What follows belongs to an exercise in optimizing a design on an open flow for small area and a short achievable clock period; a production flow would make more cautious choices.
The RTL was checked by simulation tests, not by an equivalence proof against the original design.

==> flow/design.v, too long to show whole: its modules and the start of the top module <==
// module cordic: 3170 lines
module cordic (
    input  wire        clk,
    input  wire        rst,
    input  wire        valid_i,
    input  wire signed [16:0] x_i,
    input  wire signed [16:0] y_i,
    output wire        valid_o,
    output wire signed [16:0] x_o,
    output wire signed [16:0] y_o
    );
  // ...
==> flow/run.sh <==
#!/bin/bash
# synth_recipe.tcl (not shown) runs the flow's synth.tcl, then flattens the netlist and writes it again
# the make line also repeats each setting of config.mk as NAME=value (left out here)
make -C /OpenROAD-flow-scripts/flow DESIGN_CONFIG=/design/flow/config.mk WORK_HOME=/design/flow/orfs CLKGATE_MAP_FILE= SYNTH_SCRIPT=/design/flow/synth_recipe.tcl finish
==> flow/config.mk <==
export PLATFORM = sky130hd
export DESIGN_NAME = cordic
export DESIGN_NICKNAME = cordic
export VERILOG_FILES = /design/flow/design.v
export SDC_FILE = /design/flow/constraint.sdc
export NUM_CORES = 4
export LEC_CHECK = 0
export ABC_AREA = 1
export CAP_MARGIN = 20
export CORE_MARGIN = 2
export CORE_UTILIZATION = 40
export SETUP_SLACK_MARGIN = 1.5
export SLEW_MARGIN = 20
==> flow/constraint.sdc <==
create_clock -name core_clock -period 4.6 [get_ports {clk}]
set_input_delay 0.9200 -clock core_clock [delete_from_list [all_inputs] [get_ports {clk}]]
set_output_delay 0.9200 -clock core_clock [all_outputs]
set_load 0.01 [all_outputs]
==> summary.log, run 1 <==
[routing] total iterations of the first detailed-routing run 5
[sta] crit path time final 2970 ps
[finish] most frequent cells in the layout inv_1 (817), nand2_1 (575), dfxtp_1 (557), ha_1 (414), xor2_1 (245)
[placement] Port Buffer Count 71
[yosys] Compound-Gate Fraction of Synth Area 0.0634
[grt] initial antenna violation count 0
[yosys] register bit total from synthesis 575
[finish] area taken by multi-input logic gates 22,000 um2
[setup_path] number of logic stages on the critical path including buffering 20
[sta] Max-slew headroom 0.525
[status] status complete, no violations
[yosys] Post-Syn Nets 4,716
[yosys] count of yosys warnings during synthesis 1
[yosys] top cell types by occurrence after synthesis inv_1 (827), nand2_1 (589), dfxtp_1 (575), ha_1 (423), xnor2_1 (261)
[floorplanning] well tap count 1,176
[hold_path] number of instances on the worst hold path 2
[sta] post-route setup TNS 0 ps
[finish] most common library cell in the layout ignoring fill and taps inv_1
[finish] number of clock buffers in the layout 97
[finish] Area growth syn-to-layout 15.5%
[setup_path] startpoint of the worst-slack reg-to-reg timing path rdx4
[routing] total length of routed met3 wires 2780 um
[placement] cell total after placement 5,242
[yosys] number of distinct library cells after synthesis 39
[routing] Post-Route M1 WL 34,100 um
[clocking] sinks on the clock net 575
[yosys] largest family of logic cells by synthesized area adder cells
[setup_path] CP Data Required Time 5080 ps
[floorplanning] width of the die 305 um
[clocking] buffers inserted by post-CTS timing repair 7
[floorplanning] core region area 90,000 um2
[flow_run] maxcap violations 0
[hold_path] beginning of the worst hold path vp[10]
[yosys] area leader, netlist dfxtp_1
[finish] FF+latch area 11,600 um2
[setup_path] worst setup path endpoint rdx5
[yosys] Post-synth ARST share 0
[setup_path] crit-path max cell delay 520 ps
==> inputs of run 2 (changes only) <==
--- a/flow/config.mk
+++ b/flow/config.mk
@@ -10,4 +10,4 @@
 export CORE_MARGIN = 2
 export CORE_UTILIZATION = 40
-export SETUP_SLACK_MARGIN = 1.5
+export SETUP_SLACK_MARGIN = 2.0
 export SLEW_MARGIN = 20
==> run 2 against run 1 <==
Synthesized cell count is the same. Global-route usage is 0.38 points higher. Largest cell class unchanged. Critical path depth decreased by 2. Wire length up 6.2%. Utilization grew 4.3 points. First-iteration DRC count grew 29%. Worst hold slack about the same. Final cell count is 2.6% higher.
==> summary.log, run 2 <==
[status] status complete, no violations [unchanged]
[floorplanning] width of the die 305 um [unchanged]
[clocking] Root Buffer clkbuf_16 [unchanged]
[setup_path] Worst Path Max Fanout 5 [was 13]
[clocking] TritonCTS clock tree done [unchanged]
[finish] filler instances 8,146 [was 8,565]
[clocking] clock latency reported for the late side of the worst-skew pair 630 ps [was 600 ps]
[grt] aggregate global routing overflow 0 [unchanged]
[yosys] count of flip-flops with a built-in enable after synthesis 0 [unchanged]
[yosys] area leader, netlist dfxtp_1 [unchanged]
[yosys] Synth top area share 0.317 [unchanged]
[sta] Max Transition Viols Final 0 [unchanged]
[sta] RSZ-0062 raised after global routing yes [unchanged]
[floorplanning] core region area 90,000 um2 [unchanged]
[setup_path] Worst Setup Start Kind flop [unchanged]
[finish] Area growth syn-to-layout 26.1% [was 15.5%]
[yosys] post-synthesis cell count 4,016 [unchanged]
[yosys] Post-Syn Nets 4,716 [unchanged]
[clocking] Max Buffers Root-to-Sink 3 [unchanged]
[yosys] count of yosys warnings during synthesis 1 [unchanged]
[grt] vias in the first global route 25,700 [was 25,000]
[clocking] number of buffers added by the clock tree synthesis step 69 [was 68]
[clocking] clock slew seen by the registers of the worst setup and hold paths 60 ps [about the same]
[finish] area taken by multi-input logic gates 24,400 um2 [was 22,000 um2]
[yosys] register bit total from synthesis 575 [unchanged]
[clocking] sinks on the clock net 575 [unchanged]
[sta] measured slew at the worst slew-check pin 671 ps [was 710 ps]
[grt] maximum number of pins on one net before global-route repair 20 [was 21]
[routing] total iterations of the first detailed-routing run 5 [unchanged]
[sta] skew final 35.5 ps [was 18.3 ps]
[grt] first-pass GRT wire length 128,000 um [was 125,000 um]
[finish] most common library cell in the layout ignoring fill and taps inv_1 [unchanged]
[routing] Vias per Instance 4.54 [was 4.49]
[grt] initial antenna violation count 0 [unchanged]
[placement] cell total after placement 5,236 [was 5,242]
[sta] crit path time final 2880 ps [was 2970 ps]
[finish] most frequent cells in the layout inv_1 (784), dfxtp_1 (551), nand2_1 (477), ha_1 (383), nor2_1 (218) [was inv_1 (817), nand2_1 (575), dfxtp_1 (557), ha_1 (414), xor2_1 (245)]
[setup_path] type of destination of the critical path flop [unchanged]
[sta] post-route setup TNS 0 ps [unchanged]
[clocking] H-tree levels 3 [unchanged]
[setup_path] Critical Path AT 3390 ps [was 3450 ps]
[setup_path] cell family with most CP delay simple AND/OR/NAND/NOR gates [unchanged]
[routing] wire length per cell after detailed routing 14.3 um [was 13.8 um]
[routing] number of nets still failing antenna checks after routing 0 [unchanged]
[setup_path] CP Data Required Time 5100 ps [was 5080 ps]
[yosys] sequential fraction of the synthesis area 0.317 [unchanged]
[flow_run] maxcap violations 0 [unchanged]
[yosys] Cell Area, Synth 36,300 um2 [unchanged]
[finish] fraction of layout instances using a drive strength above 1 0.196 [was 0.0809]
[floorplanning] Die ar. 93,300 um2 [unchanged]
[hold_path] Worst Hold Class flop to flop [unchanged]
[finish] nets@finish 5,052 [was 4,911]
[finish] number of antenna diodes 0 [unchanged]
[routing] Post-Route WL 79,700 um [was 75,000 um]
[floorplanning] standard-cell row count 110 [unchanged]
[grt] global-route total usage across every layer 0.168 [was 0.165]
[floorplanning] y dimension of the die 305 um [unchanged]
[setup_path] Critical Path Most Common Cell nor2_1 [was nand2_1]
[yosys] most numerous cell in the Yosys netlist inv_1 [unchanged]
[placement] Port Buffer Count 71 [unchanged]
[sta] Max-slew headroom 0.551 [was 0.525]
[placement] final weighted congestion of routability-driven global placement 0.843 [was 0.838]
[sta] FMAX 347 MHz [was 337 MHz]
[placement] placed wire-length estimate after detailed placement 60,800 um [was 61,300 um]
[yosys] number of distinct library cells after synthesis 39 [unchanged]
[yosys] Avg Synthesized Cell Area 9.05 um2 [unchanged]
[setup_path] crit-path max cell delay 550 ps [was 520 ps]
[floorplanning] IO Pins 72 [unchanged]
[yosys] Area contributors post-synth dfxtp_1 (32%), ha_1 (15%), fa_1 (13%) [unchanged]
[routing] Post-route DRC 0 [unchanged]
[routing] vias post-DR 25,300 [was 24,400]
[floorplanning] initial core utilization 0.404 [unchanged]
[finish] number of cells in the finished layout apart from fillers 5,580 [was 5,438]
[yosys] top cell types by occurrence after synthesis inv_1 (827), nand2_1 (589), dfxtp_1 (575), ha_1 (423), xnor2_1 (261) [unchanged]
[routing] drt first-iter violations 1,141 [was 885]
[setup_path] sequence of cells on the critical path buf_8, xor2_1, ha_1, inv_2, nor3_2, nand2_1, nand2_2, nand2_2, nand2_4, a21oi_4, fa_1, inv_2, nor2_2, nand2_1, nor2_1, nand4_1, nor2_1, nor2_1 [was buf_12, xor2_1, ha_1, nand2_1, inv_1, nand3_1, nand2_2, nand2_1, nand2_1, nand2_1, nand2_2, a21oi_1, fa_1, inv_1, nor2_1, nand2_1, nor2_1, nand4_1, nor2_2, nor2_1]
[sta] Worst Hold Slack 400 ps [about the same]
[yosys] top flip-flop cell by instance count after synthesis dfxtp_1 [unchanged]
[sta] final count of negative-setup-slack endpoints 0 [unchanged]
[setup_path] kind of critical path flop to flop [unchanged]
[setup_path] Buffers & Inverters on Critical Path 3 [unchanged]
[sta] period utilisation layout 0.627 [was 0.646]
[yosys] Post-synth ARST share 0 [unchanged]
[setup_path] library cell contributing the largest single delay on the critical path fa_1 [unchanged]
[finish] FF+latch area 11,600 um2 [about the same]
[sta] Final Hold Fails 0 [unchanged]
-- run 2: timing repair --
| action | CTS | global route |
|---|---|---|
| setup endpoints to repair | 299 | 134 |
| cloned | 3 | 1 |
| hold buffers | 0 | 0 |
| gates resized for setup | 181 | 430 |
| setup buffers | 97 | 120 |
| hold endpoints to repair | 0 | 0 |
| pin swaps | 92 | 201 |
-- run 2: layer usage --
layer	global-route usage	wire length, um	vias to the layer above
met2	0.293	39500	302
met1	0.217	35800	11900
met4	0.0449	1560	0
met5	0	0	-
li1	-	-	13000
met3	0.0255	2850	112
-- run 2: final timing paths --
kind | depth (start not counted) | start | end | slack, ps
setup / recovery | 18 | rdx3 | rdx4 | 1720
hold / removal | 2 | vp[0] | vp[1] | 400
setup reg to reg | 18 | rdx3 | rdx4 | 1720
hold reg to reg | 2 | vp[0] | vp[1] | 400
-- run 2: per-stage QoR --
step / util / cell area, um2 / worst slack [ps]
finish: 0.509 / 45800 / 1720
global route: 0.509 / 45800 / 1560
CTS: 0.474 / 42700 / 1820
detailed placement: 0.430 / 38700 / 1260
global placement: 0.430 / 38700 / 1350
floorplan: - / 36900 / 1860
-- run 2: kinds of logic after synthesis --
logic type | synth area share
fa+ha+maj | 0.278
simple gates | 0.116
xor+xnor | 0.133
flops | 0.317
compound gates | 0.0634
buf+inv | 0.0933
-- run 2: worst min-delay path, cell delays in order (launching register included) --
cell and delay [ps]:
dfxtp_1 290, inv_1 40, nor2_1 30
-- run 2: final cells by class --
type	instances	share of cell area
Multi-Input combinational cell	2572	0.532
Sequential cell	575	0.253
Clock inverter	23	0.00707
Clock buffer	100	0.0438
Timing Repair inverter	1	0.0000819
Tap cell	1176	0.0321
Inverter	832	0.0691
Timing Repair Buffer	301	0.0635
==> inputs of run 3 (changes only) <==
--- a/flow/config.mk
+++ b/flow/config.mk
@@ -10,4 +10,4 @@
 export CORE_MARGIN = 2
 export CORE_UTILIZATION = 40
-export SETUP_SLACK_MARGIN = 2.0
+export SETUP_SLACK_MARGIN = 1.0
 export SLEW_MARGIN = 20
==> run 3 against run 2 <==
Highest routed layer unchanged. Utilization fell by 5.3 points. Fmax fell by 14%. Critical path type unchanged. Clock skew is 0.66 ps lower. Cell area shrank 10%. Critical endpoint is now rdx8. Die area is the same.
==> summary.log, run 3 <==
[yosys] count of flip-flops with a built-in enable after synthesis 0 [unchanged]
[placement] placed wire-length estimate after detailed placement 61,500 um [was 60,800 um]
[yosys] top cell types by occurrence after synthesis inv_1 (827), nand2_1 (589), dfxtp_1 (575), ha_1 (423), xnor2_1 (261) [unchanged]
[grt] aggregate global routing overflow 0 [unchanged]
[clocking] Root Buffer clkbuf_16 [unchanged]
[floorplanning] core region area 90,000 um2 [unchanged]
[finish] number of antenna diodes 0 [unchanged]
[clocking] H-tree levels 3 [unchanged]
[grt] initial antenna violation count 2 [was 0]
[setup_path] setup slack of the worst register-to-register path 1260 ps [was 1720 ps]
[sta] skew final 34.8 ps [was 35.5 ps]
[grt] global-route total usage across every layer 0.164 [was 0.168]
[sta] Final Hold Fails 0 [unchanged]
[clocking] Max Buffers Root-to-Sink 3 [unchanged]
[yosys] Synth top area share 0.317 [unchanged]
[grt] vias in the first global route 24,900 [was 25,700]
[yosys] most numerous cell in the Yosys netlist inv_1 [unchanged]
[finish] number of cells in the finished layout apart from fillers 5,372 [was 5,580]
[clocking] hold buffer count at cts 0 [unchanged]
[clocking] number of buffers added by the clock tree synthesis step 70 [was 69]
[finish] nets@finish 4,843 [was 5,052]
[floorplanning] initial core utilization 0.404 [unchanged]
[yosys] Avg Synthesized Cell Area 9.05 um2 [unchanged]
[routing] drt first-iter violations 946 [was 1,141]
[clocking] TritonCTS clock tree done [unchanged]
[sta] post-route setup TNS 0 ps [unchanged]
[setup_path] startpoint of the worst-slack reg-to-reg timing path rdx7 [was rdx3]
[setup_path] type of destination of the critical path flop [unchanged]
[routing] total iterations of the first detailed-routing run 5 [unchanged]
[yosys] Post-Syn Nets 4,716 [unchanged]
[finish] area taken by multi-input logic gates 21,500 um2 [was 24,400 um2]
[yosys] Area contributors post-synth dfxtp_1 (32%), ha_1 (15%), fa_1 (13%) [unchanged]
[routing] Post-Route WL 73,800 um [was 79,700 um]
[placement] Port Buffer Count 71 [unchanged]
[finish] filler instances 8,716 [was 8,146]
[yosys] register bit total from synthesis 575 [unchanged]
[setup_path] CP Data Required Time 5100 ps [about the same]
[routing] wire length per cell after detailed routing 13.7 um [was 14.3 um]
[hold_path] Worst Hold Class flop to flop [unchanged]
[sta] final count of negative-setup-slack endpoints 0 [unchanged]
[yosys] count of yosys warnings during synthesis 1 [unchanged]
[sta] period utilisation layout 0.726 [was 0.627]
[finish] Area growth syn-to-layout 13.0% [was 26.1%]
[sta] Max Transition Viols Final 0 [unchanged]
[setup_path] Critical Path AT 3840 ps [was 3390 ps]
[floorplanning] IO Pins 72 [unchanged]
[routing] number of nets still failing antenna checks after routing 0 [unchanged]
[placement] final weighted congestion of routability-driven global placement 0.814 [was 0.843]
[yosys] sequential fraction of the synthesis area 0.317 [unchanged]
[routing] Post-route DRC 0 [unchanged]
[floorplanning] Die ar. 93,300 um2 [unchanged]
[status] status complete, no violations [unchanged]
[hold_path] number of instances on the worst hold path 2 [unchanged]
[finish] most common library cell in the layout ignoring fill and taps inv_1 [unchanged]
[grt] maximum number of pins on one net before global-route repair 23 [was 20]
[finish] most frequent cells in the layout inv_1 (825), nand2_1 (589), dfxtp_1 (567), ha_1 (423), xnor2_1 (255) [was inv_1 (784), dfxtp_1 (551), nand2_1 (477), ha_1 (383), nor2_1 (218)]
[hold_path] beginning of the worst hold path vp[11] [was vp[0]]
[floorplanning] y dimension of the die 305 um [unchanged]
[sta] crit path time final 3340 ps [was 2880 ps]
[yosys] top flip-flop cell by instance count after synthesis dfxtp_1 [unchanged]
[routing] Vias per Instance 4.50 [was 4.54]
[finish] fraction of layout instances using a drive strength above 1 0.0491 [was 0.196]
[flow_run] maxcap violations 0 [unchanged]
[yosys] area leader, netlist dfxtp_1 [unchanged]
[placement] cell total after placement 5,241 [was 5,236]
[setup_path] R2R depth 15 [was 18]
[setup_path] worst setup path startpoint rdx7 [was rdx3]
[clocking] clock slew seen by the registers of the worst setup and hold paths 60 ps [about the same]
[sta] RSZ-0062 raised after global routing yes [unchanged]
[floorplanning] standard-cell row count 110 [unchanged]
[finish] end-of-flow core utilization 0.456 [was 0.509]
[setup_path] Worst Path Max Fanout 11 [was 5]
[finish] FF+latch area 11,500 um2 [was 11,600 um2]
[setup_path] capturing point of the worst reg2reg path rdx8 [was rdx4]
[routing] vias post-DR 24,200 [was 25,300]
[grt] first-pass GRT wire length 125,000 um [was 128,000 um]
[sta] FMAX 300 MHz [was 347 MHz]
[clocking] sinks on the clock net 575 [unchanged]
[hold_path] worst-case hold path end point vp[12] [was vp[1]]
[floorplanning] width of the die 305 um [unchanged]
[yosys] number of distinct library cells after synthesis 39 [unchanged]
[sta] Max-slew headroom 0.533 [was 0.551]
[yosys] Post-synth ARST share 0 [unchanged]
[yosys] post-synthesis cell count 4,016 [unchanged]
[clocking] clock latency reported for the late side of the worst-skew pair 630 ps [about the same]
[setup_path] Worst Setup Start Kind flop [unchanged]
[yosys] Cell Area, Synth 36,300 um2 [unchanged]
[setup_path] kind of critical path flop to flop [unchanged]
[sta] measured slew at the worst slew-check pin 699 ps [was 671 ps]
## run 3: cell counts after synthesis
Identical to the previous run, type by type.
## run 3: worst max-delay path: stages, from the launching register on
cell,delay [ps]
dfxtp_1,490
xnor2_1,540
inv_1,310
ha_1,410
a21o_1,140
a31oi_1,80
nand2_1,110
a21oi_1,100
fa_1,500
inv_1,50
nor2_1,80
nand2_1,60
nor2_1,100
nand4_1,100
nor2_1,90
nor2_1,50
## run 3: metrics by stage
stage / setup slack, ps / hold slack (ps) / instance area, um2
floorplan: 1320 / 388 / 36300
global placement: 690 / 389 / 38400
detailed placement: 702 / 397 / 38400
CTS: 1020 / 403 / 41000
global route: 893 / 413 / 41100
finish: 1260 / 397 / 41100
## run 3: cells by family after synthesis
logic type / after synthesis / synth area share
AND/OR/NAND/NOR: 1013 / 0.116
flip-flops: 575 / 0.317
XOR/XNOR: 527 / 0.133
buffers and inverters: 869 / 0.0933
adder cells (fa/ha/maj): 663 / 0.278
AO/OA/AOI/OAI: 369 / 0.0634
## run 3: metal layers
metal | share of wire | track usage | vias up
li1 | - | - | 12600
met1 | 0.47 | 0.213 | 11200
met2 | 0.48 | 0.286 | 231
met3 | 0.028 | 0.0238 | 90
met4 | 0.018 | 0.0431 | 0
met5 | 0 | 0 | -
## run 3: layout make-up
class | count | share of cell area
clock buffer | 97 | 0.0510
timing repair buffer | 92 | 0.0211
sequential | 575 | 0.281
multi-input combinational | 2572 | 0.523
tap | 1176 | 0.0358
clock inverter | 28 | 0.0119
inverter | 832 | 0.0762
## run 3: worst max-delay path by stage
stage	slack, ps	endpoint
2_1_floorplan	1320	rdx13
3_3_place_gp	690	ry14[16]
3_5_place_dp	700	rdx13
4_1_cts	1020	rdx11
5_1_grt	890	rdx11
6_report	1260	rdx8
## run 3: timing repair
item                       CTS  global route
setup endpoints to repair    3            14
buffers inserted             0             6
resized for setup            3            13
cloned                       0             0

==> afterwards: timing with drivers on the ports <==
No port has a modelled driver above. Below, the same layouts with a new extraction and two added sets of constraints.
Step 1 assumes that a clkbuf_16 drives the clock port and a buf_2 every other input.
Step 2, shift: input delay + t, output delay - t, t = (earliest + latest rising clock arrival at the registers) / 2. This alone moves slack from input paths to output paths.
Three values: ideal ports, drivers, drivers and shift; two values: the first two.
run	t (ns)	setup slack, ns	pins driven straight from the clock port
run 1	0.656	1.629 / 1.629 / 1.629	1
run 2	0.677	1.717 / 1.717 / 1.717	1
run 3	0.674	1.261 / 1.261 / 1.261	1
After both steps setup and hold are still met in every run listed.
